What follows belongs to an exercise in optimizing a design on an open flow for small area, a short achievable clock period and few clock cycles; a production flow would make more cautious choices. In this exercise RTL edits were held to simulation tests only and were not proved equivalent to the original. Power and IR drop assume default switching activity.

### flow/design.v
`timescale 1ns / 1ps
module Register_File (
    input clk,
    input [4:0] i_rs1,
    input [4:0] i_rs2,
    output [32-1:0] o_data1,
    output [32-1:0] o_data2,
    input i_we,
    input [4:0] i_rd,
    input [32-1:0] i_wd
);
  reg [32-1:0] GPRs[31:1];
  assign o_data1 = (i_rs1 == 5'd0) ? 32'd0 : GPRs[i_rs1];
  assign o_data2 = (i_rs2 == 5'd0) ? 32'd0 : GPRs[i_rs2];
  always @(posedge clk) begin
    if (i_we) GPRs[i_rd] <= i_wd;
  end
endmodule
`timescale 1ns / 1ps
module Cpu (
    input clk,
    input rstn,
    output [32-1:0] pc,
    input [32-1:0] inst,
    input [32-1:0] pc_copy,
    output read_en,
    output [32-1:0] read_addr,
    input [32-1:0] read_data,
    output write_en,
    output [32-1:0] write_addr,
    output [32-1:0] write_data,
    output [1:0] write_len
);
  reg [31:2] pc_q;   
  reg dv;   
  reg e_valid;
  reg [31:0] e_a, e_b, e_x;   
  reg [4:0] e_rd;
  reg e_wen, e_ld, e_st, e_br, e_jalr, e_fx;
  reg e_isa;   
  reg e_bf;   
  reg e_jr;   
  reg ft;   
  reg [2:0] e_f3;
  reg [4:0] e_sh;   
  reg e_sgn;   
  reg e_beq;   
  reg e_binv;   
  reg e_sra;
  reg r_add, r_sub, r_sll, r_srl, r_slt, r_xor, r_or, r_and, r_link;
  reg ren_q, wen_q;
  reg [31:0] addr_q, wdata_q;
  reg [1:0] wlen_q;
  reg m_wen, m_ld;
  reg [4:0] m_rd;
  reg [2:0] m_f3;
  reg [31:0] m_res;
  reg w_wen, w_ld;
  reg [4:0] w_rd;
  reg [2:0] w_f3;
  reg [31:0] w_res;
  assign pc = {pc_q, 2'b00};
  assign read_en = ren_q;
  assign read_addr = addr_q;
  assign write_en = wen_q;
  assign write_addr = addr_q;
  assign write_data = wdata_q;
  assign write_len = wlen_q;
  wire [31:0] ld_data = w_f3[1] ? read_data :
                        w_f3[0] ? {{16{~w_f3[2] & read_data[15]}}, read_data[15:0]} :
                                  {{24{~w_f3[2] & read_data[7]}}, read_data[7:0]};
  wire [31:0] wb_data = w_ld ? ld_data : w_res;
  wire [31:0] sum = e_a + e_b;
  wire [31:0] dif = e_a - e_b;
  wire [31:0] ca = {e_a[31] ^ e_sgn, e_a[30:0]};
  wire [31:0] cb = {e_b[31] ^ e_sgn, e_b[30:0]};
  wire [31:0] g0 = ~ca & cb;
  wire [31:0] e0 = ~(ca ^ cb);
  wire [15:0] g1, e1;
  wire [7:0] g2, e2;
  wire [3:0] g3, e3;
  wire [1:0] g4, e4;
  genvar gi;
  generate
    for (gi = 0; gi < 16; gi = gi + 1) begin : cmp1
      assign g1[gi] = g0[2*gi+1] | (e0[2*gi+1] & g0[2*gi]);
      assign e1[gi] = e0[2*gi+1] & e0[2*gi];
    end
    for (gi = 0; gi < 8; gi = gi + 1) begin : cmp2
      assign g2[gi] = g1[2*gi+1] | (e1[2*gi+1] & g1[2*gi]);
      assign e2[gi] = e1[2*gi+1] & e1[2*gi];
    end
    for (gi = 0; gi < 4; gi = gi + 1) begin : cmp3
      assign g3[gi] = g2[2*gi+1] | (e2[2*gi+1] & g2[2*gi]);
      assign e3[gi] = e2[2*gi+1] & e2[2*gi];
    end
    for (gi = 0; gi < 2; gi = gi + 1) begin : cmp4
      assign g4[gi] = g3[2*gi+1] | (e3[2*gi+1] & g3[2*gi]);
      assign e4[gi] = e3[2*gi+1] & e3[2*gi];
    end
  endgenerate
  wire lt = g4[1] | (e4[1] & g4[0]);
  wire eq = e4[1] & e4[0];
  wire [31:0] sll = e_a << e_sh;
  wire [31:0] srx = $signed({e_sra & e_a[31], e_a}) >>> e_sh;
  wire [31:0] e_res = ({32{r_add}} & sum) | ({32{r_sub}} & dif) | ({32{r_sll}} & sll) |
                      ({32{r_srl}} & srx) | {31'd0, r_slt & lt} | ({32{r_xor}} & (e_a ^ e_b)) |
                      ({32{r_or}} & (e_a | e_b)) | ({32{r_and}} & (e_a & e_b)) | ({32{r_link}} & e_x);
  wire cond = e_beq ? eq : lt;
  wire taken = cond ^ e_binv;   
  wire redir = e_valid & (e_jr | (e_bf & taken));
  wire bt = ft & taken;   
  wire bn = ft & ~taken;   
  wire [31:2] redir_pc = e_jr ? sum[31:2] : e_x[31:2];
  wire [4:0] op = inst[6:2];
  wire d_lui = op == 5'b01101;
  wire d_auipc = op == 5'b00101;
  wire d_jal = op == 5'b11011;
  wire d_jalr = op == 5'b11001;
  wire d_br = op == 5'b11000;
  wire d_ld = op == 5'b00000;
  wire d_st = op == 5'b01000;
  wire d_opi = op == 5'b00100;
  wire d_op = op == 5'b01100;
  wire [4:0] rs1 = inst[19:15];
  wire [4:0] rs2 = inst[24:20];
  wire [4:0] rd = inst[11:7];
  wire [2:0] f3 = inst[14:12];
  wire [31:0] imm_i = {{20{inst[31]}}, inst[31:20]};
  wire [31:0] imm_s = {{20{inst[31]}}, inst[31:25], inst[11:7]};
  wire [31:0] imm_b = {{20{inst[31]}}, inst[7], inst[30:25], inst[11:8], 1'b0};
  wire [31:0] imm_u = {inst[31:12], 12'd0};
  wire [31:0] imm_j = {{12{inst[31]}}, inst[19:12], inst[20], inst[30:21], 1'b0};
  wire [31:0] pc_b = pc_copy + imm_b;
  wire [31:0] pc_j = pc_copy + imm_j;
  wire [31:0] pc_u = {pc_copy[31:12] + inst[31:12], pc_copy[11:0]};
  wire [31:0] pc_4 = pc_copy + 32'd4;
  wire use_rs1 = ~(d_lui | d_auipc | d_jal);
  wire use_rs2 = d_op | d_br;   
  wire d_wen = (rd != 5'd0) & ~(d_br | d_st);
  wire d_pred = d_jal | (d_br & inst[31]);   
  wire [31:0] rf1, rf2;
  wire e_fwd = e_valid & e_wen & ~e_ld;
  wire m_fwd = m_wen & ~m_ld;
  wire [31:0] v1 = (e_fwd && e_rd == rs1) ? e_res : (m_fwd && m_rd == rs1) ? m_res :
                   (w_wen && w_rd == rs1) ? wb_data : rf1;
  wire [31:0] v2 = (e_fwd && e_rd == rs2) ? e_res : (m_fwd && m_rd == rs2) ? m_res :
                   (w_wen && w_rd == rs2) ? wb_data : rf2;
  wire e_ldw = e_valid & e_ld & e_wen;
  wire m_ldw = m_wen & m_ld;
  wire hz_e = e_ldw & ((use_rs1 & rs1 == e_rd) | ((use_rs2 | d_st) & rs2 == e_rd));
  wire hz_m = m_ldw & ((use_rs1 & rs1 == m_rd & ~(e_fwd & rs1 == e_rd)) | (use_rs2 & rs2 == m_rd & ~(e_fwd & rs2 == e_rd)));
  wire fx_m = m_ldw & d_st & (rs2 == m_rd) & ~(e_fwd & rs2 == e_rd);   
  wire d_jf = d_jalr & e_valid & e_isa & e_wen & (rs1 == e_rd);
  wire [31:0] jf_t = e_a + imm_i;
  wire d_ok = dv & ~redir & ~bt;
  wire hz = hz_e | hz_m | (bn & (d_pred | d_jalr));
  wire replay = d_ok & hz;
  wire d_go = d_ok & ~hz;
  wire predict = d_go & (d_pred | d_jf);
  wire pbb = d_go & d_br & inst[31];   
  wire [31:0] a_n = d_auipc ? pc_u : d_jal ? pc_4 : d_lui ? imm_u : v1;
  wire [31:0] b_n = (d_op | d_br) ? v2 : d_st ? imm_s : (d_jal | d_auipc | d_lui) ? 32'd0 : imm_i;
  wire [31:0] x_n = d_st ? v2 : (d_jalr | (d_br & inst[31])) ? pc_4 : pc_b;
  Register_File register_file_inst (
      .clk(clk),
      .i_rs1(rs1),
      .i_rs2(rs2),
      .o_data1(rf1),
      .o_data2(rf2),
      .i_we(w_wen),
      .i_rd(w_rd),
      .i_wd(wb_data)
  );
  always @(posedge clk or negedge rstn) begin
    if (!rstn) begin
      pc_q <= 30'd0;
      dv <= 1'b0;
      ft <= 1'b0;
      e_valid <= 1'b0;
      ren_q <= 1'b0;
      wen_q <= 1'b0;
      m_wen <= 1'b0;
      w_wen <= 1'b0;
    end else begin
      pc_q <= redir ? redir_pc : replay ? pc_copy[31:2] :
              predict ? (d_jal ? pc_j[31:2] : d_jalr ? jf_t[31:2] : pc_b[31:2]) :
              bn ? pc_4[31:2] : pc_q + 30'd1;
      dv <= ~(redir | replay | (predict & ~pbb) | bn);
      ft <= pbb;
      e_valid <= d_go;
      ren_q <= e_valid & e_ld;
      wen_q <= e_valid & e_st;
      m_wen <= e_valid & e_wen;
      w_wen <= m_wen;
    end
  end
  always @(posedge clk) begin
    e_a <= a_n;
    e_b <= b_n;
    e_x <= x_n;
    e_rd <= rd;
    e_wen <= d_wen & (d_lui | d_auipc | d_jal | d_jalr | d_ld | d_opi | d_op);
    e_ld <= d_ld;
    e_st <= d_st;
    e_br <= d_br;
    e_jalr <= d_jalr;
    e_jr <= d_jalr & ~d_jf;
    e_isa <= d_lui | d_auipc | d_jal;
    e_bf <= d_br & ~inst[31];
    e_fx <= fx_m;
    e_f3 <= f3;
    e_sh <= (d_op | d_opi) & f3[1:0] == 2'b01 ? b_n[4:0] : 5'd0;
    e_sgn <= d_br ? ~f3[1] : ~f3[0];
    e_beq <= ~f3[2];
    e_binv <= f3[0];
    e_sra <= inst[30];
    r_add <= ~(d_op | d_opi | d_jalr) | ((d_op | d_opi) & f3 == 3'b000 & ~(d_op & inst[30]));
    r_sub <= d_op & f3 == 3'b000 & inst[30];
    r_sll <= (d_op | d_opi) & f3 == 3'b001;
    r_srl <= (d_op | d_opi) & f3 == 3'b101;
    r_slt <= (d_op | d_opi) & f3[2:1] == 2'b01;
    r_xor <= (d_op | d_opi) & f3 == 3'b100;
    r_or <= (d_op | d_opi) & f3 == 3'b110;
    r_and <= (d_op | d_opi) & f3 == 3'b111;
    r_link <= d_jalr;
    addr_q <= sum;
    wdata_q <= e_fx ? ld_data : e_x;
    wlen_q <= e_f3[1:0];
    m_rd <= e_rd;
    m_ld <= e_ld;
    m_f3 <= e_f3;
    m_res <= e_res;
    w_rd <= m_rd;
    w_ld <= m_ld;
    w_f3 <= m_f3;
    w_res <= m_res;
  end
endmodule
### flow/config.mk
export PLATFORM = sky130hd
export DESIGN_NAME = Cpu
export DESIGN_NICKNAME = Cpu
export VERILOG_FILES = /design/flow/design.v
export SDC_FILE = /design/flow/constraint.sdc
export NUM_CORES = 4
export LEC_CHECK = 0
export ABC_AREA = 1
export CAP_MARGIN = 20
export CORE_MARGIN = 2
export CORE_UTILIZATION = 40
export SETUP_SLACK_MARGIN = 4.5
export SLEW_MARGIN = 20
### flow/constraint.sdc
create_clock -name core_clock -period 8.0 [get_ports {clk}]
set_input_delay 1.6000 -clock core_clock [delete_from_list [all_inputs] [get_ports {clk}]]
set_output_delay 1.6000 -clock core_clock [all_outputs]
set_load 0.01 [all_outputs]
### flow/run.sh
#!/bin/bash
# synth_recipe.tcl (not shown) runs the flow's synth.tcl, then flattens the netlist and writes it again
# the make line also repeats each setting of config.mk as NAME=value (left out here)
make -C /OpenROAD-flow-scripts/flow DESIGN_CONFIG=/design/flow/config.mk WORK_HOME=/design/flow/orfs CLKGATE_MAP_FILE= SYNTH_SCRIPT=/design/flow/synth_recipe.tcl finish
==> run_results.csv, run 1 <==
group,metric,value,unit
synthesis,ys_async_sr_fraction,2.84,%
min_path,hold_class,"register to register",
grt,grt_usage,41.3,%
die,rows,163,
grt,grt_max_degree,119,
timing,fin_setup_tns,0,ps
grt,met1_usage,52.1,%
worst_setup_path,worst-setup-path-type,"input port to register",
timing,min_period_over_period,45.2,%
worst_setup_path,path_max_fanout,20,
drt,first_pass_iters,9,
worst_setup_path,path_cells,"buf_16 > inv_1 > buf_8 > a221oi_2 > nand3_2 > o21ai_4 > clkinv_2 > buf_4 > o211ai_1 > nand2_1 > o21ai_0 > o21ai_1 > a22o_1",
placed_design,dpl_cell_area,83600,um^2
worst_setup_path,r2r_cells,15,
layout,final_cell_area,96900,um^2
grt,use_met2,62.2,%
worst_setup_path,reg2reg_from,"e_a[8]",
layout,synthToLayoutAreaGrowth,22.7,%
min_path,hold_start,"e_f3[2]",
worst_setup_path,startpoint_type,"input port",
clocking,cts_buffers,149,
synthesis,synth_ff_type,"edfxtp_1",
run_status,status,"timing/DRC/antenna clean",
die,die_area,201000,um^2
clocking,cts.sinks,1303,
layout,drive_gt1_share,15.3,%
timing,rsz0062_at_grt,"yes",
power,p_per_area,244,nW/um^2
run,cap_violations,0,
timing,period_minus_slack,3610,ps
grt,top_usage_layer,"met2",
drt,route.detailed.drc,0,
drt,viasPerCell,6.34,
timing,drv_slew,0,
drt,final_antenna_net_count,0,
worst_setup_path,reg2reg_slack,4420,ps
layout,final_cell_mix,"1663 x nand2_1, 1355 x o21ai_0, 992 x edfxtp_1",
clocking,path_clk_slew,60,ps
grt,grt_pass1_wl,581000,um
grt,grt.overflow.total,0,
synthesis,seq_area_frac_synth,45.8,%
layout,nets,10391,
placed_design,portBuffers,225,
die,ios,230,
die,start_util,40.1,%
worst_setup_path,cpMaxStageDelayCell,"a221oi_2",
drt,drtIter0Drc,12501,
timing,max_freq,0.277,GHz
clocking,ctsHoldBuffers,0,
die,fp.dieW,448,um
die,die-height,448,um
drt,vias,81410,
timing,tightest_slew,1130,ps
min_path,hold_depth,0,
synthesis,synth_edf_count,992,
synthesis,syn-mean-instance-area,7.99,um^2
timing,maxSlewHeadroom,24.4,%
drt,wl_per_cell,34.1,um
synthesis,syn_area,79000,um^2
min_path,min_delay_worst_endpoint,"m_f3[2]",
timing,setup_viol,0,
power,power_leakage,37.2,nW
grt,grt_pass1_vias,73914,
layout,fin_util,49.3,%
worst_setup_path,cpPeakStageDelay,320,ps
synthesis,yosysWarnings,2,
timing,skew,52.2,ps
synthesis,synthCells,9889,
grt,use_met3,9.04,%
synthesis,yosys.cell_types.count,65,
worst_setup_path,r2r-end,"pc_q[28]",
synthesis,synth_seq_cells,1303,
worst_setup_path,cp.arrival,4320,ps
clocking,cts_max_level,4,
placed_design,post-dp-hpwl,281000,um
power,irDropWorstVdd,0.000205,V
grt,grt_antenna_before_repair,28,
worst_setup_path,cp.required,8710,ps
clocking,cts_tree,"yes",
timing,hold_viol,0,
placed_design,gp_congestion,1.04,
layout,final_common_cell,"nand2_1",
clocking,clockBufferDepth,3,
layout,num-fill-cells,18885,
drt,wirelength,439000,um
die,core_area,197000,um^2
worst_setup_path,end_kind,"register",
clocking,clk_latency,850,ps
clocking,cts-root-buf,"clkbuf_16",
-- flip-flops by register name (all words and copies together) (netlist names), 5 cells and up --
register                 flops
register_file_inst.GPRs    992
addr_q                      32
e_a                         32
e_b                         32
e_x                         32
m_res                       32
w_res                       32
wdata_q                     32
pc_q                        30
e_rd                         5
e_sh                         5
m_rd                         5
w_rd                         5
-- report_power, final --
group,switching (W),internal (W),total [W]
logic,0.00539,0.00237,0.00776
registers,0.000512,0.00845,0.00896
clock network,0.00310,0.00383,0.00693
total,0.00900,0.0147,0.0237
-- per-layer routing --
| layer | vias up | wire, um |
|---|---|---|
| met5 | - | 76 |
| met4 | 12 | 40200 |
| met3 | 1421 | 50000 |
| met2 | 5775 | 188000 |
| met1 | 39255 | 161000 |
| li1 | 34947 | - |
-- through the flow --
stage          std cells  power (W)  hold slack (ps)  worst slack [ps]
6_report           12848     0.0237              331              4390
5_1_grt            12839     0.0242              338              4200
4_1_cts            12676     0.0230              329              4400
3_5_place_dp       12276     0.0154              315              2150
3_3_place_gp       12275     0.0154              312              2140
2_1_floorplan       9890     0.0121              310              4150
-- synthesized netlist by cell type, types with 10 or more instances --
master | number | area share [%]
nor3_1 | 64 | 0.41
inv_1 | 870 | 4.1
o22ai_1 | 44 | 0.35
mux2i_1 | 20 | 0.25
o21a_1 | 17 | 0.16
a31oi_1 | 62 | 0.49
edfxtp_1 | 992 | 38
dfxtp_1 | 274 | 6.9
a211oi_1 | 43 | 0.41
inv_2 | 30 | 0.14
nand4_1 | 126 | 1.0
o221ai_1 | 42 | 0.47
o211ai_1 | 345 | 3.3
ha_1 | 220 | 3.5
buf_2 | 203 | 1.3
buf_6 | 10 | 0.14
or2_2 | 25 | 0.20
dfrtp_1 | 37 | 1.2
nand3_1 | 657 | 4.2
a21oi_1 | 1029 | 6.5
o21bai_1 | 15 | 0.14
nor4_1 | 22 | 0.17
buf_1 | 56 | 0.27
a221oi_1 | 32 | 0.35
nor2_2 | 12 | 0.095
xnor2_1 | 26 | 0.29
nand2_1 | 1771 | 8.4
nor2_1 | 681 | 3.2
o21ai_1 | 51 | 0.32
clkbuf_1 | 355 | 1.7
xor2_1 | 96 | 1.1
buf_4 | 62 | 0.59
o21ai_0 | 1484 | 9.4
-- critical path, delay by kind of cell --
kind,cells,cell delay (ps)
and+or+nand+nor,2,300
AOI/OAI and AO/OA,6,1230
buffers and inverters,5,1090
-- final cells by class --
cell class	instances	area, um^2	share of cell area [%]
Sequential cell	1303	36300	37.5
Clock buffer	190	4020	4.15
Timing Repair Buffer	701	8380	8.65
Tap cell	2640	3300	3.41
Multi-Input combinational cell	6991	40300	41.5
Clock inverter	82	803	0.829
Timing Repair inverter	11	90.1	0.0929
Antenna cell	19	47.5	0.0490
Inverter	911	3730	3.85
-- worst max path at each step --
stage,startpoint,slack [ps],depth (start not counted),endpoint
after floorplan,read_data[7],4150,13,e_a[22]
after global placement,inst[29],2140,13,pc_q[14]
after detailed placement,inst[17],2150,13,e_a[1]
after CTS,e_a[11],4400,13,e_b[13]
after global routing,pc_copy[12],4200,17,pc_q[27]
final,inst[24],4390,13,e_b[6]
-- what timing repair did --
item                                     CTS  global route
setup buffers                             89           120
cloned                                    39            33
pin swaps                                 56            98
endpoints found under the setup margin   815           226
resized for setup                       1012           484
-- kinds of logic (layout without fill, tap and decap cells) --
group	count (synthesis)	in the layout	synth area share, %
muxes	20	20	0.253
and+or+nand+nor	3407	3409	18.2
other	1	21	0.00475
DFF	1303	1303	45.8
AOI/OAI and AO/OA	3213	3213	22.4
adders and majority gates	225	225	3.61
buffers and inverters	1598	1895	8.31
xor gates and xnor gates	122	122	1.35
Testbench counts, summed over its fixed seeds: cycles 34,491.
==> inputs of run 2 (changes only) <==
--- a/flow/design.v
+++ b/flow/design.v
@@ -37,10 +37,6 @@
   reg [31:0] e_a, e_b, e_x;   
   reg [4:0] e_rd;
   reg e_wen, e_ld, e_st, e_br, e_jalr, e_fx;
-  reg e_isa;   
-  reg e_bf;   
-  reg e_jr;   
-  reg ft;   
   reg [2:0] e_f3;
   reg [4:0] e_sh;   
   reg e_sgn;   
@@ -107,11 +103,8 @@
                       ({32{r_srl}} & srx) | {31'd0, r_slt & lt} | ({32{r_xor}} & (e_a ^ e_b)) |
                       ({32{r_or}} & (e_a | e_b)) | ({32{r_and}} & (e_a & e_b)) | ({32{r_link}} & e_x);
   wire cond = e_beq ? eq : lt;
-  wire taken = cond ^ e_binv;   
-  wire redir = e_valid & (e_jr | (e_bf & taken));
-  wire bt = ft & taken;   
-  wire bn = ft & ~taken;   
-  wire [31:2] redir_pc = e_jr ? sum[31:2] : e_x[31:2];
+  wire redir = e_valid & (e_jalr | (e_br & (cond ^ e_binv)));
+  wire [31:2] redir_pc = e_jalr ? sum[31:2] : e_x[31:2];
   wire [4:0] op = inst[6:2];
   wire d_lui = op == 5'b01101;
   wire d_auipc = op == 5'b00101;
@@ -151,16 +144,12 @@
   wire hz_e = e_ldw & ((use_rs1 & rs1 == e_rd) | ((use_rs2 | d_st) & rs2 == e_rd));
   wire hz_m = m_ldw & ((use_rs1 & rs1 == m_rd & ~(e_fwd & rs1 == e_rd)) | (use_rs2 & rs2 == m_rd & ~(e_fwd & rs2 == e_rd)));
   wire fx_m = m_ldw & d_st & (rs2 == m_rd) & ~(e_fwd & rs2 == e_rd);   
-  wire d_jf = d_jalr & e_valid & e_isa & e_wen & (rs1 == e_rd);
-  wire [31:0] jf_t = e_a + imm_i;
-  wire d_ok = dv & ~redir & ~bt;
-  wire hz = hz_e | hz_m | (bn & (d_pred | d_jalr));
-  wire replay = d_ok & hz;
-  wire d_go = d_ok & ~hz;
-  wire predict = d_go & (d_pred | d_jf);
-  wire pbb = d_go & d_br & inst[31];   
-  wire [31:0] a_n = d_auipc ? pc_u : d_jal ? pc_4 : d_lui ? imm_u : v1;
-  wire [31:0] b_n = (d_op | d_br) ? v2 : d_st ? imm_s : (d_jal | d_auipc | d_lui) ? 32'd0 : imm_i;
+  wire d_ok = dv & ~redir;
+  wire replay = d_ok & (hz_e | hz_m);
+  wire d_go = d_ok & ~(hz_e | hz_m);
+  wire predict = d_go & d_pred;
+  wire [31:0] a_n = d_auipc ? pc_u : d_jal ? pc_4 : d_lui ? 32'd0 : v1;
+  wire [31:0] b_n = (d_op | d_br) ? v2 : d_st ? imm_s : d_lui ? imm_u : (d_jal | d_auipc) ? 32'd0 : imm_i;
   wire [31:0] x_n = d_st ? v2 : (d_jalr | (d_br & inst[31])) ? pc_4 : pc_b;
   Register_File register_file_inst (
       .clk(clk),
@@ -176,18 +165,14 @@
     if (!rstn) begin
       pc_q <= 30'd0;
       dv <= 1'b0;
-      ft <= 1'b0;
       e_valid <= 1'b0;
       ren_q <= 1'b0;
       wen_q <= 1'b0;
       m_wen <= 1'b0;
       w_wen <= 1'b0;
     end else begin
-      pc_q <= redir ? redir_pc : replay ? pc_copy[31:2] :
-              predict ? (d_jal ? pc_j[31:2] : d_jalr ? jf_t[31:2] : pc_b[31:2]) :
-              bn ? pc_4[31:2] : pc_q + 30'd1;
-      dv <= ~(redir | replay | (predict & ~pbb) | bn);
-      ft <= pbb;
+      pc_q <= redir ? redir_pc : replay ? pc_copy[31:2] : predict ? (d_jal ? pc_j[31:2] : pc_b[31:2]) : pc_q + 30'd1;
+      dv <= ~(redir | replay | predict);
       e_valid <= d_go;
       ren_q <= e_valid & e_ld;
       wen_q <= e_valid & e_st;
@@ -205,15 +190,12 @@
     e_st <= d_st;
     e_br <= d_br;
     e_jalr <= d_jalr;
-    e_jr <= d_jalr & ~d_jf;
-    e_isa <= d_lui | d_auipc | d_jal;
-    e_bf <= d_br & ~inst[31];
     e_fx <= fx_m;
     e_f3 <= f3;
     e_sh <= (d_op | d_opi) & f3[1:0] == 2'b01 ? b_n[4:0] : 5'd0;
     e_sgn <= d_br ? ~f3[1] : ~f3[0];
     e_beq <= ~f3[2];
-    e_binv <= f3[0];
+    e_binv <= f3[0] ^ inst[31];
     e_sra <= inst[30];
     r_add <= ~(d_op | d_opi | d_jalr) | ((d_op | d_opi) & f3 == 3'b000 & ~(d_op & inst[30]));
     r_sub <= d_op & f3 == 3'b000 & inst[30];
==> run 2 against run 1 <==
Largest power group unchanged. Clock-buffer cell count grew 6. Critical path depth shrank 2. Area after synthesis shrank 5.2%. Setup slack lost 24 ps.
==> run_results.csv, run 2 <==
group,metric,value,unit
drt,wl_per_cell,32.7,um
synthesis,synth_seq_cells,1301,
power,irDropWorstVdd,0.000286,V
power,clkPwrFrac,30.7,%
worst_setup_path,crit_end,"e_a[30]",
power,power_leakage,33.9,nW
worst_setup_path,reg2reg_slack,4360,ps
synthesis,synth_top_area_share,39.8,%
worst_setup_path,cp.required,8700,ps
synthesis,synth_ff_type,"edfxtp_1",
worst_setup_path,startpoint_type,"register",
clocking,path_clk_slew,60,ps
timing,max_freq,0.275,GHz
worst_setup_path,r2r-end,"e_a[30]",
drt,vias,75136,
clocking,cts_buffers,149,
power,p_total,0.0225,W
power,switchingPower,0.00817,W
worst_setup_path,cp.arrival,4330,ps
grt,grt_antenna_before_repair,27,
synthesis,synthXorXnorAreaFrac,1.47,%
die,die_area,191000,um^2
worst_setup_path,reg2reg_from,"r_or",
grt,grt_pass1_wl,515000,um
synthesis,yosys.cell_types.count,72,
min_path,hold_class,"register to register",
die,rows,158,
placed_design,portBuffers,225,
synthesis,synth.area.top_cells,"edfxtp_1 40%, o21ai_0 7.5%, dfxtp_1 7.3%, nand2_1 6.6%, a21oi_1 6.4%",
die,core_area,186000,um^2
placed_design,gp_congestion,1.06,
worst_setup_path,critPathLaunch,"r_or",
clocking,ctsHoldBuffers,0,
grt,grt_pass1_vias,68404,
synthesis,synth_common_cells,"1326 x nand2_1, 1122 x o21ai_0, 992 x edfxtp_1, 962 x a21oi_1, 751 x nand3_1",
worst_setup_path,path_max_fanout,19,
drt,wirelength,380000,um
layout,num-fill-cells,17410,
layout,final_common_cell,"nand2_1",
synthesis,synth_compound_area_share,22.2,%
synthesis,synth-adder-area-share,3.26,%
synthesis,syn-mean-instance-area,8.38,um^2
timing,rsz0062_at_grt,"yes",
timing,min_period_over_period,45.5,%
timing,setup_viol,0,
worst_setup_path,worst-setup-path-type,"register to register",
die,start_util,40.3,%
drt,first_pass_iters,9,
layout,largest_reg_flops,992,
clocking,clk_latency,840,ps
synthesis,synth_edf_count,992,
placed_design,pre_cts_slack,2080,ps
power,swShare,36.3,%
drt,route.detailed.drc,0,
timing,drv_slew,0,
die,die-height,437,um
clocking,cts_max_level,4,
drt,drtIter0Drc,12647,
synthesis,yosysWarnings,2,
synthesis,synth_top_family_by_area,"compound AO/OA/AOI/OAI gates",
power,p_per_area,251,nW/um^2
worst_setup_path,end_kind,"register",
layout,nets,9292,
run,cap_violations,0,
worst_setup_path,r2r_cells,11,
clocking,clockBufferDepth,3,
grt,grt_usage,37.5,%
clocking,cts-root-buf,"clkbuf_16",
grt,grt.overflow.total,0,
placed_design,post-dp-hpwl,239000,um
synthesis,syn_area,74900,um^2
die,ios,230,
timing,fin_setup_tns,0,ps
clocking,cts_tree,"yes",
drt,viasPerCell,6.47,
min_path,hold_start,"e_f3[0]",
power,intPower,0.0144,W
synthesis,synth_most_common_cell,"nand2_1",
timing,period_minus_slack,3640,ps
layout,final_cell_mix,"1277 x nand2_1, 1072 x o21ai_0, 992 x edfxtp_1",
synthesis,ys_async_sr_fraction,2.77,%
timing,maxSlewHeadroom,24.6,%
layout,drive_gt1_share,13.3,%
power,pwr-share-comb,29.3,%
synthesis,seq_area_frac_synth,48.3,%
timing,hold_viol,0,
drt,final_antenna_net_count,0,
synthesis,yosysTopAreaCell,"edfxtp_1",
run_status,status,"timing/DRC/antenna clean",
layout,top_register,"register_file_inst.GPRs",
grt,grt_max_degree,170,
layout,synthToLayoutAreaGrowth,20.1,%
synthesis,muxShareOfSynthArea,0.180,%
power,seq_power_share,40.0,%
timing,tightest_slew,1130,ps
synthesis,synthCells,8938,
synthesis,synthSimpleGateAreaFrac,16.7,%
timing,setup_ws,4360,ps
timing,skew,39.8,ps
die,fp.dieW,437,um
clocking,cts.sinks,1301,
## run 2: worst min path at each step
stage	endpoint	depth (start not counted)
6_report	m_f3[0]	0
5_1_grt	m_f3[0]	0
4_1_cts	m_f3[0]	0
3_5_place_dp	m_f3[2]	0
3_3_place_gp	m_f3[1]	0
2_1_floorplan	m_f3[0]	0
## run 2: layout make-up
cell class | count | area [um^2] | share of cell area (%)
Antenna cell | 14 | 35.0 | 0.0390
Clock buffer | 196 | 4040 | 4.49
Timing Repair Buffer | 539 | 6240 | 6.94
Timing Repair inverter | 17 | 150 | 0.167
Multi-Input combinational cell | 6205 | 35900 | 40.0
Inverter | 789 | 3260 | 3.62
Clock inverter | 77 | 857 | 0.954
Sequential cell | 1301 | 36300 | 40.4
Tap cell | 2480 | 3100 | 3.45
## run 2: per-stage QoR
step	utilization (%)	hold WS, ps	instances	cell area (um^2)
after floorplan	-	310	8939	75000
after global placement	42.5	310	11136	79000
after detailed placement	42.5	312	11136	79000
after CTS	47.2	325	11503	87500
after global routing	48.4	328	11612	89900
final	48.4	326	11618	89900
## run 2: cell families after synthesis
kind of cell	Yosys count
fa+ha+maj	192
buf+inv	1451
compound gates	2943
flops	1301
mux	13
simple gates	2911
other cells	1
xor+xnor	126
## run 2: what timing repair did
item | in CTS | in global routing
pin swaps | 39 | 40
cloned | 48 | 18
endpoints found under the hold margin | 0 | 0
resized for setup | 667 | 338
endpoints found under the setup margin | 731 | 270
buffers inserted | 46 | 82
## run 2: layer usage
layer,GRT usage (%),vias up,part of all wire [%],routed length (um)
li1,-,31872,-,-
met1,50.5,36164,38,144000
met2,54.7,5930,42,160000
met3,8.61,1164,13,49000
met4,22.6,6,7.2,27200
met5,0,-,0.012,46
## run 2: power groups by stage
stage | Sequential, W | Combinational (W) | Clock (W)
after detailed placement | 0.00910 | 0.00559 | 0
after CTS | 0.00897 | 0.00608 | 0.00694
after global placement | 0.00909 | 0.00557 | 0
after floorplan | 0.00893 | 0.00290 | 0
after global routing | 0.00903 | 0.00684 | 0.00722
final | 0.00902 | 0.00661 | 0.00691
## run 2: critical path: stages (launching register included)
cell and delay (ps):
dfxtp_1 300, inv_1 510, buf_4 430, o22ai_1 120, a221oi_1 580, nand2_1 120, a211oi_1 550, nand4_1 500
nand2_1 220, nand2_1 70, nand2_1 60, nand2_1 50
Testbench counts of run 2, summed over its fixed seeds: cycles 35,437.
==> inputs of run 3 (changes only) <==
--- a/flow/design.v
+++ b/flow/design.v
@@ -97,8 +97,13 @@
   endgenerate
   wire lt = g4[1] | (e4[1] & g4[0]);
   wire eq = e4[1] & e4[0];
-  wire [31:0] sll = e_a << e_sh;
-  wire [31:0] srx = $signed({e_sra & e_a[31], e_a}) >>> e_sh;
+  function [31:0] rev32(input [31:0] v);
+    integer k;
+    for (k = 0; k < 32; k = k + 1) rev32[k] = v[31-k];
+  endfunction
+  wire [31:0] sh_in = r_sll ? rev32(e_a) : e_a;
+  wire [31:0] srx = $signed({e_sra & sh_in[31], sh_in}) >>> e_sh;
+  wire [31:0] sll = rev32(srx);
   wire [31:0] e_res = ({32{r_add}} & sum) | ({32{r_sub}} & dif) | ({32{r_sll}} & sll) |
                       ({32{r_srl}} & srx) | {31'd0, r_slt & lt} | ({32{r_xor}} & (e_a ^ e_b)) |
                       ({32{r_or}} & (e_a | e_b)) | ({32{r_and}} & (e_a & e_b)) | ({32{r_link}} & e_x);
@@ -196,7 +201,7 @@
     e_sgn <= d_br ? ~f3[1] : ~f3[0];
     e_beq <= ~f3[2];
     e_binv <= f3[0] ^ inst[31];
-    e_sra <= inst[30];
+    e_sra <= inst[30] & f3[2];
     r_add <= ~(d_op | d_opi | d_jalr) | ((d_op | d_opi) & f3 == 3'b000 & ~(d_op & inst[30]));
     r_sub <= d_op & f3 == 3'b000 & inst[30];
     r_sll <= (d_op | d_opi) & f3 == 3'b001;
--- a/flow/config.mk
+++ b/flow/config.mk
@@ -8,6 +8,6 @@
 export ABC_AREA = 1
 export CAP_MARGIN = 20
 export CORE_MARGIN = 2
-export CORE_UTILIZATION = 40
+export CORE_UTILIZATION = 55
 export SETUP_SLACK_MARGIN = 4.5
 export SLEW_MARGIN = 20
==> run 3 against run 2 <==
Final area shrank 2.6%. Global-route usage is 11 points higher. Via count rose by 0.36%. Sequential power down 2%. Sequential share of layout area increased by 1.0 points. First-iteration DRC count is 23% higher. Combinational power shrank 4.7%. Wire length shrank 6.8%. Die area shrank 28%. Still clean on timing, DRC and antenna. Utilization up 17 points. Non-clock buffer count shrank 9. Largest cell class unchanged.
==> run_results.csv, run 3 <==
group,metric,value,unit
synthesis,synth_edf_count,992,
run,cap_violations,0,
worst_setup_path,r2r-end,"e_a[3]",
layout,multi_input_area,35000,um^2
min_path,hold_start,"e_f3[1]",
die,start_util,55.5,%
synthesis,syn-mean-instance-area,8.40,um^2
worst_setup_path,reg2reg_slack,4380,ps
synthesis,syn_area,74100,um^2
worst_setup_path,cpPeakStageDelay,450,ps
die,die_area,138000,um^2
placed_design,gp_congestion,1.09,
synthesis,synth_most_common_cell,"nand2_1",
layout,seq_area,36300,um^2
timing,setup_viol,0,
worst_setup_path,path_max_fanout,27,
placed_design,portBuffers,225,
synthesis,synth_top_family_by_area,"compound AO/OA/AOI/OAI gates",
timing,rsz0062_at_grt,"yes",
worst_setup_path,worst-setup-path-type,"input port to register",
synthesis,synth_compound_area_share,20.9,%
layout,fin_util,65.5,%
layout,drive_gt1_share,12.9,%
worst_setup_path,path_cells,"buf_12 > clkinvlp_4 > buf_4 > nand2_1 > a221oi_1 > nand3_1 > nand2_2 > inv_1 > buf_12 > nand3_1 > nand2_1 > nand2_1 > nand3_1 > o211ai_1 > a21oi_2",
power,p_per_area,249,nW/um^2
die,die-height,371,um
min_path,hold_class,"register to register",
synthesis,seq_area_frac_synth,48.8,%
synthesis,yosysTopAreaCell,"edfxtp_1",
clocking,path_clk_slew,60,ps
synthesis,yosysWarnings,2,
synthesis,ys_async_sr_fraction,2.77,%
clocking,cts_buffers,142,
grt,grt_antenna_before_repair,17,
synthesis,muxShareOfSynthArea,0.0270,%
drt,vias,75408,
timing,tightest_slew,1210,ps
synthesis,synth.area.top_cells,"edfxtp_1 40%, nand2_1 7.5%, o21ai_0 7.4%, dfxtp_1 7.4%, a21oi_1 5.7%",
layout,num-fill-cells,10683,
timing,maxSlewHeadroom,18.6,%
timing,fin_setup_tns,0,ps
timing,drv_slew,0,
placed_design,post-dp-hpwl,223000,um
drt,viasPerCell,7.00,
grt,grt_pass1_vias,67563,
layout,final_cell_area,87600,um^2
drt,drtIter0Drc,15538,
synthesis,synth-adder-area-share,3.29,%
grt,grt_usage,48.7,%
drt,wirelength,354000,um
synthesis,synthXorXnorAreaFrac,1.56,%
layout,synthToLayoutAreaGrowth,18.2,%
synthesis,synthSimpleGateAreaFrac,17.8,%
timing,holdWs,325,ps
clocking,cts_tree,"yes",
power,irDropWorstVdd,0.000283,V
clocking,clockBufferDepth,3,
synthesis,synth_seq_cells,1301,
worst_setup_path,startpoint_type,"input port",
worst_setup_path,end_kind,"register",
layout,top_register,"register_file_inst.GPRs",
die,ios,230,
timing,skew,58.6,ps
worst_setup_path,path_buf_inv,5,
die,core_area,134000,um^2
die,fp.dieW,371,um
layout,nets,9173,
layout,final_cell_mix,"1421 x nand2_1, 1010 x o21ai_0, 992 x edfxtp_1",
drt,final_antenna_net_count,0,
synthesis,synthCells,8825,
timing,min_period_over_period,45.6,%
clocking,cts_max_level,4,
drt,wl_per_cell,32.9,um
clocking,cts.sinks,1301,
power,power_leakage,33.3,nW
drt,route.detailed.drc,0,
timing,period_minus_slack,3650,ps
worst_setup_path,cp.required,8670,ps
synthesis,synth_top_area_share,40.2,%
layout,largest_reg_flops,992,
timing,setup_ws,4350,ps
clocking,clk_latency,840,ps
min_path,hold_depth,0,
clocking,cts-root-buf,"clkbuf_16",
run_status,status,"timing/DRC/antenna clean",
die,rows,134,
placed_design,dpl_cell_area,77500,um^2
synthesis,synth_common_cells,"1472 x nand2_1, 1094 x o21ai_0, 992 x edfxtp_1, 840 x a21oi_1, 735 x nand3_1",
timing,hold_viol,0,
timing,max_freq,0.274,GHz
layout,final_common_cell,"nand2_1",
worst_setup_path,cpMaxStageDelayCell,"a21oi_2",
placed_design,pre_cts_slack,1440,ps
synthesis,yosys.cell_types.count,71,
min_path,min_delay_worst_endpoint,"m_f3[1]",
grt,grt_pass1_wl,479000,um
synthesis,synth_ff_type,"edfxtp_1",
grt,grt.overflow.total,0,
worst_setup_path,cp.arrival,4320,ps
worst_setup_path,critical-path-top-delay-family,"buffers and inverters",
drt,first_pass_iters,13,
grt,grt_max_degree,131,
worst_setup_path,reg2reg_from,"e_a[1]",
worst_setup_path,r2r_cells,10,
run 3: area by class of cell:
cell class | instances | area share (%)
clock inverter | 78 | 0.929
sequential | 1301 | 41.4
tap | 1768 | 2.53
timing repair inverter | 14 | 0.144
clock buffer | 181 | 4.34
inverter | 751 | 3.60
antenna | 5 | 0.0143
timing repair buffer | 530 | 7.09
multi-input combinational | 6143 | 40.0
run 3: cell families after synthesis:
| kind of cell | Yosys count |
|---|---|
| multiplexers | 2 |
| AND/OR/NAND/NOR | 3104 |
| buffers and inverters | 1391 |
| AO/OA/AOI/OAI | 2702 |
| XOR/XNOR | 132 |
| flip-flops | 1301 |
| adder cells (fa/ha/maj) | 192 |
| other | 1 |
run 3: layer usage:
layer  share of wire, %  GRT usage [%]
met1                 35           65.4
met2                 39           66.6
met3                 17           17.7
met4                7.9           29.9
met5              0.050              0
run 3: how the worst max path moves through the flow:
stage	depth (start not counted)	start	to	slack, ps
after floorplan	11	read_data[7]	e_x[29]	4180
after global placement	14	inst[21]	pc_q[14]	1440
after detailed placement	14	inst[21]	pc_q[14]	1440
after CTS	17	inst[22]	pc_q[17]	4370
after global routing	14	inst[16]	e_a[3]	4420
final	15	inst[18]	e_a[8]	4350
run 3: where the power goes:
part           internal, W  switching (W)
combinational      0.00192        0.00438
sequential         0.00844       0.000443
clock              0.00364        0.00296
total               0.0140        0.00778
run 3: through the flow:
stage                     cells  total power [W]
after floorplan            8826           0.0117
after global placement    10347           0.0142
after detailed placement  10347           0.0142
after CTS                 10689           0.0211
after global routing      10767           0.0222
final                     10771           0.0218
run 3: repair_timing:
item	in CTS	in global routing
endpoints found under the setup margin	491	226
endpoints found under the hold margin	0	0
cloned	37	21
hold buffers	0	0
setup buffers	46	55
pin swaps	30	39
resized for setup	628	402
Testbench counts of run 3, summed over its fixed seeds: cycles 35,437.
==> inputs of run 4 (changes only) <==
--- a/flow/design.v
+++ b/flow/design.v
@@ -66,8 +66,7 @@
                         w_f3[0] ? {{16{~w_f3[2] & read_data[15]}}, read_data[15:0]} :
                                   {{24{~w_f3[2] & read_data[7]}}, read_data[7:0]};
   wire [31:0] wb_data = w_ld ? ld_data : w_res;
-  wire [31:0] sum = e_a + e_b;
-  wire [31:0] dif = e_a - e_b;
+  wire [31:0] sum = e_a + e_b + {31'd0, r_sub};
   wire [31:0] ca = {e_a[31] ^ e_sgn, e_a[30:0]};
   wire [31:0] cb = {e_b[31] ^ e_sgn, e_b[30:0]};
   wire [31:0] g0 = ~ca & cb;
@@ -104,7 +103,7 @@
   wire [31:0] sh_in = r_sll ? rev32(e_a) : e_a;
   wire [31:0] srx = $signed({e_sra & sh_in[31], sh_in}) >>> e_sh;
   wire [31:0] sll = rev32(srx);
-  wire [31:0] e_res = ({32{r_add}} & sum) | ({32{r_sub}} & dif) | ({32{r_sll}} & sll) |
+  wire [31:0] e_res = ({32{r_add | r_sub}} & sum) | ({32{r_sll}} & sll) |
                       ({32{r_srl}} & srx) | {31'd0, r_slt & lt} | ({32{r_xor}} & (e_a ^ e_b)) |
                       ({32{r_or}} & (e_a | e_b)) | ({32{r_and}} & (e_a & e_b)) | ({32{r_link}} & e_x);
   wire cond = e_beq ? eq : lt;
@@ -154,7 +153,8 @@
   wire d_go = d_ok & ~(hz_e | hz_m);
   wire predict = d_go & d_pred;
   wire [31:0] a_n = d_auipc ? pc_u : d_jal ? pc_4 : d_lui ? 32'd0 : v1;
-  wire [31:0] b_n = (d_op | d_br) ? v2 : d_st ? imm_s : d_lui ? imm_u : (d_jal | d_auipc) ? 32'd0 : imm_i;
+  wire d_sub = d_op & f3 == 3'b000 & inst[30];
+  wire [31:0] b_n = d_sub ? ~v2 : (d_op | d_br) ? v2 : d_st ? imm_s : d_lui ? imm_u : (d_jal | d_auipc) ? 32'd0 : imm_i;
   wire [31:0] x_n = d_st ? v2 : (d_jalr | (d_br & inst[31])) ? pc_4 : pc_b;
   Register_File register_file_inst (
       .clk(clk),
@@ -203,7 +203,7 @@
     e_binv <= f3[0] ^ inst[31];
     e_sra <= inst[30] & f3[2];
     r_add <= ~(d_op | d_opi | d_jalr) | ((d_op | d_opi) & f3 == 3'b000 & ~(d_op & inst[30]));
-    r_sub <= d_op & f3 == 3'b000 & inst[30];
+    r_sub <= d_sub;
     r_sll <= (d_op | d_opi) & f3 == 3'b001;
     r_srl <= (d_op | d_opi) & f3 == 3'b101;
     r_slt <= (d_op | d_opi) & f3[2:1] == 2'b01;
==> run 4 against run 3 <==
Combinational power down 7.0%. Setup slack improved by 5.2 ps. Critical endpoint is now e_b[18]. Sequential share of layout area is 0.57 points higher.
==> run_results.csv, run 4 <==
group,metric,value,unit
power,power_leakage,32.6,nW
clocking,path_clk_slew,60,ps
power,switchingPower,0.00742,W
worst_setup_path,end_kind,"register",
grt,grt_usage,48.3,%
power,intPower,0.0140,W
layout,num-fill-cells,10646,
synthesis,yosys.cell_types.count,68,
layout,final_cell_area,86300,um^2
worst_setup_path,cp.required,8730,ps
die,rows,133,
synthesis,syn_area,72400,um^2
worst_setup_path,worst-setup-path-type,"input port to register",
worst_setup_path,cpPeakStageDelay,400,ps
placed_design,gp_congestion,1.14,
drt,vias,73661,
synthesis,ys_async_sr_fraction,2.77,%
clocking,cts_buffers,143,
run_status,status,"timing/DRC/antenna clean",
clocking,ctsHoldBuffers,0,
drt,drtIter0Drc,14837,
synthesis,synth_edf_count,992,
worst_setup_path,path_buf_inv,5,
clocking,clockBufferDepth,3,
timing,period_minus_slack,3640,ps
synthesis,synth_most_common_cell,"nand2_1",
power,seq_power_share,41.4,%
die,start_util,55.2,%
worst_setup_path,path_max_fanout,21,
worst_setup_path,cp_num_cells,15,
timing,maxSlewHeadroom,26.2,%
worst_setup_path,crit_end,"e_b[18]",
drt,wl_per_cell,33.1,um
synthesis,yosysTopAreaCell,"edfxtp_1",
worst_setup_path,crit_top_cell,"o21ai_0",
min_path,hold_class,"register to register",
layout,final_common_cell,"nand2_1",
layout,top_register,"register_file_inst.GPRs",
layout,largest_reg_flops,992,
timing,max_freq,0.274,GHz
grt,grt.overflow.total,0,
worst_setup_path,reg2reg_from,"e_a[31]",
synthesis,synth_ff_type,"edfxtp_1",
synthesis,syn-mean-instance-area,8.58,um^2
placed_design,dpl_cell_area,75800,um^2
worst_setup_path,path_cells,"buf_4 > inv_2 > buf_16 > o22ai_1 > nor2_1 > o2111ai_1 > buf_6 > nand2_1 > bufinv_16 > nand3_1 > nand2_1 > o21ai_0 > o21ai_1 > o21ai_0 > o21ai_0",
layout,drive_gt1_share,12.9,%
timing,tightest_slew,1090,ps
layout,final_cell_mix,"1232 x nand2_1, 999 x o21ai_0, 992 x edfxtp_1",
worst_setup_path,reg2reg_slack,4360,ps
grt,grt_antenna_before_repair,23,
synthesis,synth_seq_cells,1301,
worst_setup_path,r2r_cells,17,
layout,synthToLayoutAreaGrowth,19.2,%
timing,rsz0062_at_grt,"yes",
timing,hold_viol,0,
drt,route.detailed.drc,0,
worst_setup_path,startpoint_type,"input port",
layout,nets,8814,
placed_design,post-dp-hpwl,204000,um
die,ios,230,
synthesis,synthCells,8441,
grt,grt_max_degree,145,
die,die-height,367,um
timing,min_period_over_period,45.6,%
power,p_per_area,248,nW/um^2
die,core_area,131000,um^2
worst_setup_path,cp.arrival,4380,ps
min_path,hold_depth,0,
timing,setup_viol,0,
timing,fin_setup_tns,0,ps
clocking,cts_max_level,4,
run,cap_violations,0,
drt,viasPerCell,7.06,
power,pwr-share-comb,27.4,%
clocking,cts.sinks,1301,
die,die_area,135000,um^2
power,swShare,34.7,%
drt,final_antenna_net_count,0,
synthesis,yosysWarnings,2,
synthesis,synth_top_area_share,41.1,%
clocking,clk_latency,830,ps
power,irDropWorstVdd,0.000245,V
power,clkPwrFrac,31.2,%
grt,grt_pass1_vias,66106,
drt,first_pass_iters,9,
worst_setup_path,critPathLaunch,"inst[24]",
synthesis,synth.area.top_cells,"edfxtp_1 41%, dfxtp_1 7.5%, o21ai_0 7.4%, nand2_1 6.6%, a21oi_1 5.6%",
worst_setup_path,cpMaxStageDelayCell,"nand3_1",
drt,wirelength,346000,um
synthesis,synth_common_cells,"1268 x nand2_1, 1067 x o21ai_0, 992 x edfxtp_1, 805 x a21oi_1, 789 x nand3_1",
worst_setup_path,critical-path-top-delay-family,"compound AO/OA/AOI/OAI gates",
placed_design,portBuffers,225,
grt,grt_pass1_wl,469000,um
timing,skew,51.1,ps
timing,drv_slew,0,
clocking,cts_tree,"yes",
clocking,cts-root-buf,"clkbuf_16",
synthesis,seq_area_frac_synth,49.9,%
worst_setup_path,r2r-end,"pc_q[27]",
die,fp.dieW,367,um
==> run 4: cell type report <==
class,instances,area [um^2],area share (%)
tap,1755,2200,2.54
timing repair inverter,18,150,0.174
inverter,682,2870,3.33
sequential,1301,36200,42.0
clock buffer,185,3860,4.47
antenna,8,20.0,0.0232
clock inverter,76,815,0.944
multi-input combinational,5825,33300,38.6
timing repair buffer,590,6890,7.98
==> run 4: through the flow <==
stage,hold slack [ps],utilization [%],instances,setup slack (ps),total power [W]
2_1_floorplan,310,-,8442,4140,0.0115
3_3_place_gp,311,57.8,9938,2150,0.0138
3_5_place_dp,315,57.8,9938,2060,0.0138
4_1_cts,327,64.0,10309,4450,0.0208
5_1_grt,345,65.8,10432,4380,0.0218
6_report,325,65.8,10440,4360,0.0214
==> run 4: what timing repair did <==
| item | CTS | global route |
|---|---|---|
| buffers inserted | 72 | 92 |
| resized for setup | 582 | 286 |
| gates cloned | 38 | 31 |
| pin swaps | 44 | 75 |
| setup endpoints to repair | 294 | 149 |
==> run 4: power by group through the flow <==
stage                     clock network (W)  registers (W)  logic [W]
after floorplan                           0        0.00889    0.00260
after global placement                    0        0.00895    0.00484
after detailed placement                  0        0.00896    0.00488
after CTS                           0.00662        0.00882    0.00531
after global routing                0.00687        0.00888    0.00604
final                               0.00666        0.00885    0.00586
==> run 4: kinds of logic after synthesis <==
family	after synthesis	synth area share [%]
fa+ha+maj	155	2.73
flops	1301	49.9
xor+xnor	129	1.56
mux	10	0.140
buf+inv	1322	7.40
compound gates	2668	21.3
other cells	1	0.00518
simple gates	2855	17.0
==> run 4: worst register-to-register path, delay by kind of cell, from the launching register on <==
family,cells,cell delay [ps]
AO/OA/AOI/OAI,2,860
adder cells (fa/ha/maj),1,350
buffers and inverters,4,620
flip-flops,1,390
AND/OR/NAND/NOR,10,1240
==> run 4: layer usage <==
layer,global-route usage (%),vias to the layer above,part of all wire (%)
met5,0.0712,-,0.10
met4,29.3,18,7.5
met3,17.1,1438,17
met2,66.7,6959,40
met1,64.7,34853,35
li1,-,30393,-
==> run 4: worst min-delay path by stage <==
stage / slack (ps) / start / end
after floorplan: 310 / e_f3[0] / m_f3[0]
after global placement: 310 / e_f3[2] / m_f3[2]
after detailed placement: 310 / e_f3[2] / m_f3[2]
after CTS: 330 / m_f3[2] / w_f3[2]
after global routing: 340 / m_f3[2] / w_f3[2]
final: 320 / m_f3[2] / w_f3[2]
Testbench counts of run 4, summed over its fixed seeds: cycles 35,437.
==> inputs of run 5 (changes only) <==
--- a/flow/design.v
+++ b/flow/design.v
@@ -37,6 +37,8 @@
   reg [31:0] e_a, e_b, e_x;   
   reg [4:0] e_rd;
   reg e_wen, e_ld, e_st, e_br, e_jalr, e_fx;
+  reg e_bf;   
+  reg ft;   
   reg [2:0] e_f3;
   reg [4:0] e_sh;   
   reg e_sgn;   
@@ -107,7 +109,10 @@
                       ({32{r_srl}} & srx) | {31'd0, r_slt & lt} | ({32{r_xor}} & (e_a ^ e_b)) |
                       ({32{r_or}} & (e_a | e_b)) | ({32{r_and}} & (e_a & e_b)) | ({32{r_link}} & e_x);
   wire cond = e_beq ? eq : lt;
-  wire redir = e_valid & (e_jalr | (e_br & (cond ^ e_binv)));
+  wire taken = cond ^ e_binv;   
+  wire redir = e_valid & (e_jalr | (e_bf & taken));
+  wire bt = ft & taken;   
+  wire bn = ft & ~taken;   
   wire [31:2] redir_pc = e_jalr ? sum[31:2] : e_x[31:2];
   wire [4:0] op = inst[6:2];
   wire d_lui = op == 5'b01101;
@@ -148,10 +153,12 @@
   wire hz_e = e_ldw & ((use_rs1 & rs1 == e_rd) | ((use_rs2 | d_st) & rs2 == e_rd));
   wire hz_m = m_ldw & ((use_rs1 & rs1 == m_rd & ~(e_fwd & rs1 == e_rd)) | (use_rs2 & rs2 == m_rd & ~(e_fwd & rs2 == e_rd)));
   wire fx_m = m_ldw & d_st & (rs2 == m_rd) & ~(e_fwd & rs2 == e_rd);   
-  wire d_ok = dv & ~redir;
-  wire replay = d_ok & (hz_e | hz_m);
-  wire d_go = d_ok & ~(hz_e | hz_m);
+  wire d_ok = dv & ~redir & ~bt;
+  wire hz = hz_e | hz_m | (bn & d_pred);
+  wire replay = d_ok & hz;
+  wire d_go = d_ok & ~hz;
   wire predict = d_go & d_pred;
+  wire pbb = d_go & d_br & inst[31];   
   wire [31:0] a_n = d_auipc ? pc_u : d_jal ? pc_4 : d_lui ? 32'd0 : v1;
   wire d_sub = d_op & f3 == 3'b000 & inst[30];
   wire [31:0] b_n = d_sub ? ~v2 : (d_op | d_br) ? v2 : d_st ? imm_s : d_lui ? imm_u : (d_jal | d_auipc) ? 32'd0 : imm_i;
@@ -170,14 +177,17 @@
     if (!rstn) begin
       pc_q <= 30'd0;
       dv <= 1'b0;
+      ft <= 1'b0;
       e_valid <= 1'b0;
       ren_q <= 1'b0;
       wen_q <= 1'b0;
       m_wen <= 1'b0;
       w_wen <= 1'b0;
     end else begin
-      pc_q <= redir ? redir_pc : replay ? pc_copy[31:2] : predict ? (d_jal ? pc_j[31:2] : pc_b[31:2]) : pc_q + 30'd1;
-      dv <= ~(redir | replay | predict);
+      pc_q <= redir ? redir_pc : replay ? pc_copy[31:2] : predict ? (d_jal ? pc_j[31:2] : pc_b[31:2]) :
+              bn ? pc_4[31:2] : pc_q + 30'd1;
+      dv <= ~(redir | replay | (predict & ~pbb) | bn);
+      ft <= pbb;
       e_valid <= d_go;
       ren_q <= e_valid & e_ld;
       wen_q <= e_valid & e_st;
@@ -195,12 +205,13 @@
     e_st <= d_st;
     e_br <= d_br;
     e_jalr <= d_jalr;
+    e_bf <= d_br & ~inst[31];
     e_fx <= fx_m;
     e_f3 <= f3;
     e_sh <= (d_op | d_opi) & f3[1:0] == 2'b01 ? b_n[4:0] : 5'd0;
     e_sgn <= d_br ? ~f3[1] : ~f3[0];
     e_beq <= ~f3[2];
-    e_binv <= f3[0] ^ inst[31];
+    e_binv <= f3[0];
     e_sra <= inst[30] & f3[2];
     r_add <= ~(d_op | d_opi | d_jalr) | ((d_op | d_opi) & f3 == 3'b000 & ~(d_op & inst[30]));
     r_sub <= d_sub;
==> run 5 against run 4 <==
Wire length decreased by 1.9%. Via count fell by 0.57%. Setup slack worse by 51 ps. Non-clock buffer count shrank 53. Critical path depth rose by 1. Fmax decreased by 1.4%. Utilization down 0.20 points. Clock power fell by 2%. Final cell count up 0.21%. Area after synthesis is 0.41% higher. Synthesized cell count grew 1.0%. Largest cell class unchanged. Largest power group unchanged.
==> run_results.csv, run 5 <==
group,metric,value,unit
die,rows,133,
worst_setup_path,reg2reg_from,"e_a[19]",
drt,wl_per_cell,32.4,um
synthesis,syn-mean-instance-area,8.53,um^2
layout,top_register,"register_file_inst.GPRs",
drt,vias,73241,
synthesis,synth_most_common_cell,"nand2_1",
clocking,clockBufferDepth,3,
worst_setup_path,cp.required,8760,ps
grt,grt_usage,47.4,%
power,pwr-share-comb,27.7,%
clocking,cts_buffers,139,
die,die-height,368,um
power,p_per_area,247,nW/um^2
clocking,cts.sinks,1301,
timing,min_period_over_period,46.2,%
grt,grt_pass1_wl,464000,um
timing,hold_viol,0,
drt,route.detailed.drc,0,
power,irDropWorstVdd,0.000252,V
synthesis,synth.area.top_cells,"edfxtp_1 41%, dfxtp_1 7.5%, o21ai_0 7.3%, nand2_1 6.6%, a21oi_1 5.7%",
timing,max_freq,0.271,GHz
layout,fin_util,65.6,%
layout,synthToLayoutAreaGrowth,18.5,%
die,ios,230,
worst_setup_path,startpoint_type,"input port",
timing,skew,65.8,ps
synthesis,synth_seq_cells,1301,
drt,viasPerCell,7.00,
power,intPower,0.0139,W
placed_design,portBuffers,225,
grt,grt_pass1_vias,65994,
layout,nets,8836,
clocking,cts_tree,"yes",
layout,seq_area,36200,um^2
placed_design,gp_congestion,1.08,
layout,final_common_cell,"nand2_1",
worst_setup_path,cp.arrival,4450,ps
timing,period_minus_slack,3700,ps
drt,wirelength,339000,um
synthesis,ys_async_sr_fraction,2.84,%
drt,drtIter0Drc,15353,
layout,largest_reg_flops,992,
timing,rsz0062_at_grt,"yes",
timing,maxSlewHeadroom,18.3,%
die,fp.dieW,368,um
synthesis,yosysTopAreaCell,"edfxtp_1",
synthesis,synth_common_cells,"1274 x nand2_1, 1055 x o21ai_0, 992 x edfxtp_1, 831 x a21oi_1, 792 x nand3_1",
timing,setup_viol,0,
worst_setup_path,reg2reg_slack,4460,ps
power,seq_power_share,41.6,%
synthesis,yosys.cell_types.count,64,
die,core_area,131000,um^2
power,power_leakage,32.2,nW
layout,multi_input_area,33900,um^2
synthesis,synth_top_area_share,41.0,%
synthesis,synthCells,8526,
timing,drv_slew,0,
clocking,path_clk_slew,70,ps
die,die_area,135000,um^2
placed_design,post-dp-hpwl,209000,um
worst_setup_path,r2r_cells,15,
clocking,cts-root-buf,"clkbuf_16",
worst_setup_path,end_kind,"register",
synthesis,yosysWarnings,2,
power,switchingPower,0.00737,W
clocking,ctsHoldBuffers,0,
grt,grt_antenna_before_repair,14,
min_path,hold_class,"register to register",
power,swShare,34.6,%
layout,drive_gt1_share,12.8,%
run_status,status,"timing/DRC/antenna clean",
worst_setup_path,critPathLaunch,"inst[15]",
synthesis,seq_area_frac_synth,49.7,%
layout,num-fill-cells,10498,
run,cap_violations,0,
power,clkPwrFrac,30.7,%
clocking,clk_latency,850,ps
grt,grt_max_degree,124,
worst_setup_path,path_max_fanout,58,
grt,grt.overflow.total,0,
synthesis,synth_ff_type,"edfxtp_1",
worst_setup_path,crit_end,"e_a[27]",
timing,tightest_slew,1210,ps
clocking,cts_max_level,4,
layout,final_cell_mix,"1241 x nand2_1, 992 x edfxtp_1, 982 x o21ai_0",
die,start_util,55.4,%
drt,final_antenna_net_count,0,
synthesis,synth_edf_count,992,
synthesis,syn_area,72700,um^2
drt,first_pass_iters,9,
worst_setup_path,r2r-end,"pc_q[28]",
timing,fin_setup_tns,0,ps
worst_setup_path,worst-setup-path-type,"input port to register",
-- run 5: changes by cell type in the layout (fill, tap and decap cells not counted), moves of 14 or more --
cell / before / now
nor2_1: 547 / 531
o221ai_1: 166 / 141
nor2_2: 14 / 34
a21oi_1: 761 / 787
o21ai_0: 999 / 982
o21ai_2: 26 / 42
o211ai_1: 168 / 202
a211oi_4: 0 / 14
nand4_1: 51 / 74
buf_4: 242 / 195
-- run 5: cell type report --
class,count,area share [%]
clock buffers,184,4.30
repair inverters,20,0.198
flip-flops and latches,1301,42.0
repair buffers,537,7.16
multi-input cells,5898,39.4
clock inverters,75,0.988
diodes,6,0.0174
well taps,1755,2.55
inverters,686,3.33
-- run 5: metrics by stage --
step           cells  setup WS, ps  total power, W  hold slack (ps)  cell area, um^2
3_3_place_gp   10014          2200          0.0138              310            76100
6_report       10462          4300          0.0213              326            86100
5_1_grt        10458          4340          0.0218              339            86100
4_1_cts        10376          4420          0.0206              327            83900
3_5_place_dp   10014          2150          0.0139              314            76100
2_1_floorplan   8527          4220          0.0116              310            72900
-- run 5: worst min-delay path by stage --
stage,startpoint,end,slack [ps],cells past startpoint
floorplan,e_f3[1],m_f3[1],310,0
global placement,e_f3[2],m_f3[2],310,0
detailed placement,e_f3[2],m_f3[2],310,0
CTS,e_f3[2],m_f3[2],330,0
global route,e_f3[2],m_f3[2],340,0
finish,e_f3[2],m_f3[2],330,0
-- run 5: what timing repair did --
action,CTS,global route
gates resized for setup,599,356
setup endpoints to repair,449,177
pin swaps,45,49
cloned,38,21
buffers inserted,65,59
-- run 5: cell families after synthesis --
kind of cell,after synthesis,synth area share [%]
compound gates,2703,21.4
xor+xnor,134,1.61
fa+ha+maj,155,2.72
buf+inv,1335,7.39
flops,1301,49.7
mux,10,0.138
other cells,1,0.00516
simple gates,2887,17.0
-- run 5: power by group through the flow --
stage / sequential (W) / combinational (W) / clock (W)
floorplan: 0.00890 / 0.00269 / 0
global placement: 0.00895 / 0.00488 / 0
detailed placement: 0.00896 / 0.00493 / 0
CTS: 0.00883 / 0.00532 / 0.00649
global route: 0.00889 / 0.00611 / 0.00677
finish: 0.00886 / 0.00589 / 0.00653
-- run 5: critical path, stage by stage --
cell and delay [ps]:
buf_16 230, inv_16 160, nand2_8 280, buf_16 310
o2111ai_1 170, nand3_1 150, o221ai_1 230, nand2_1 130
nand3_1 210, nand2_1 180, nand2_1 80, nand3_1 80
nand2_1 90, o21ai_1 190, nand2_1 90, nand2_1 80
-- run 5: layer usage --
layer / track usage (%) / share of wire (%) / vias to the layer above
li1: - / - / 30542
met1: 64.7 / 36 / 34555
met2: 66.7 / 40 / 6757
met3: 15.9 / 17 / 1375
met4: 24.9 / 7.1 / 12
met5: 0.0712 / 0.027 / -
Testbench counts of run 5, summed over its fixed seeds: cycles 34,997.

## port drivers added, routing unchanged
In the flow no input, the clock included, has a driving cell. The finished layouts below were timed again as built, in two steps.
Step 1: set_driving_cell puts a clkbuf_16 on clk and a buf_2 on each other input, an assumption about the parent block.
Step 2, shift: input delay + t, output delay - t, t = (earliest + latest rising clock arrival at the registers) / 2. This alone moves slack from input paths to output paths.
Three values: no drivers, after step 1, after step 2; two values: the first two.
| run | t, ns | setup WS [ns] | cell pins on the clock port's net |
|---|---|---|---|
| run 1 | 0.916 | 4.386 / 4.174 / 3.257 | 1 |
| run 2 | 0.912 | 4.362 / 4.143 / 3.231 | 1 |
| run 3 | 0.887 | 4.350 / 4.224 / 3.338 | 1 |
| run 4 | 0.887 | 4.355 / 4.049 / 3.162 | 1 |
| run 5 | 0.890 | 4.304 / 4.033 / 3.143 | 1 |
After both steps every run listed still meets setup and hold. The setup slack of run 4, which loses most, moves by -0.306 ns with the drivers and by -1.193 ns with both steps.
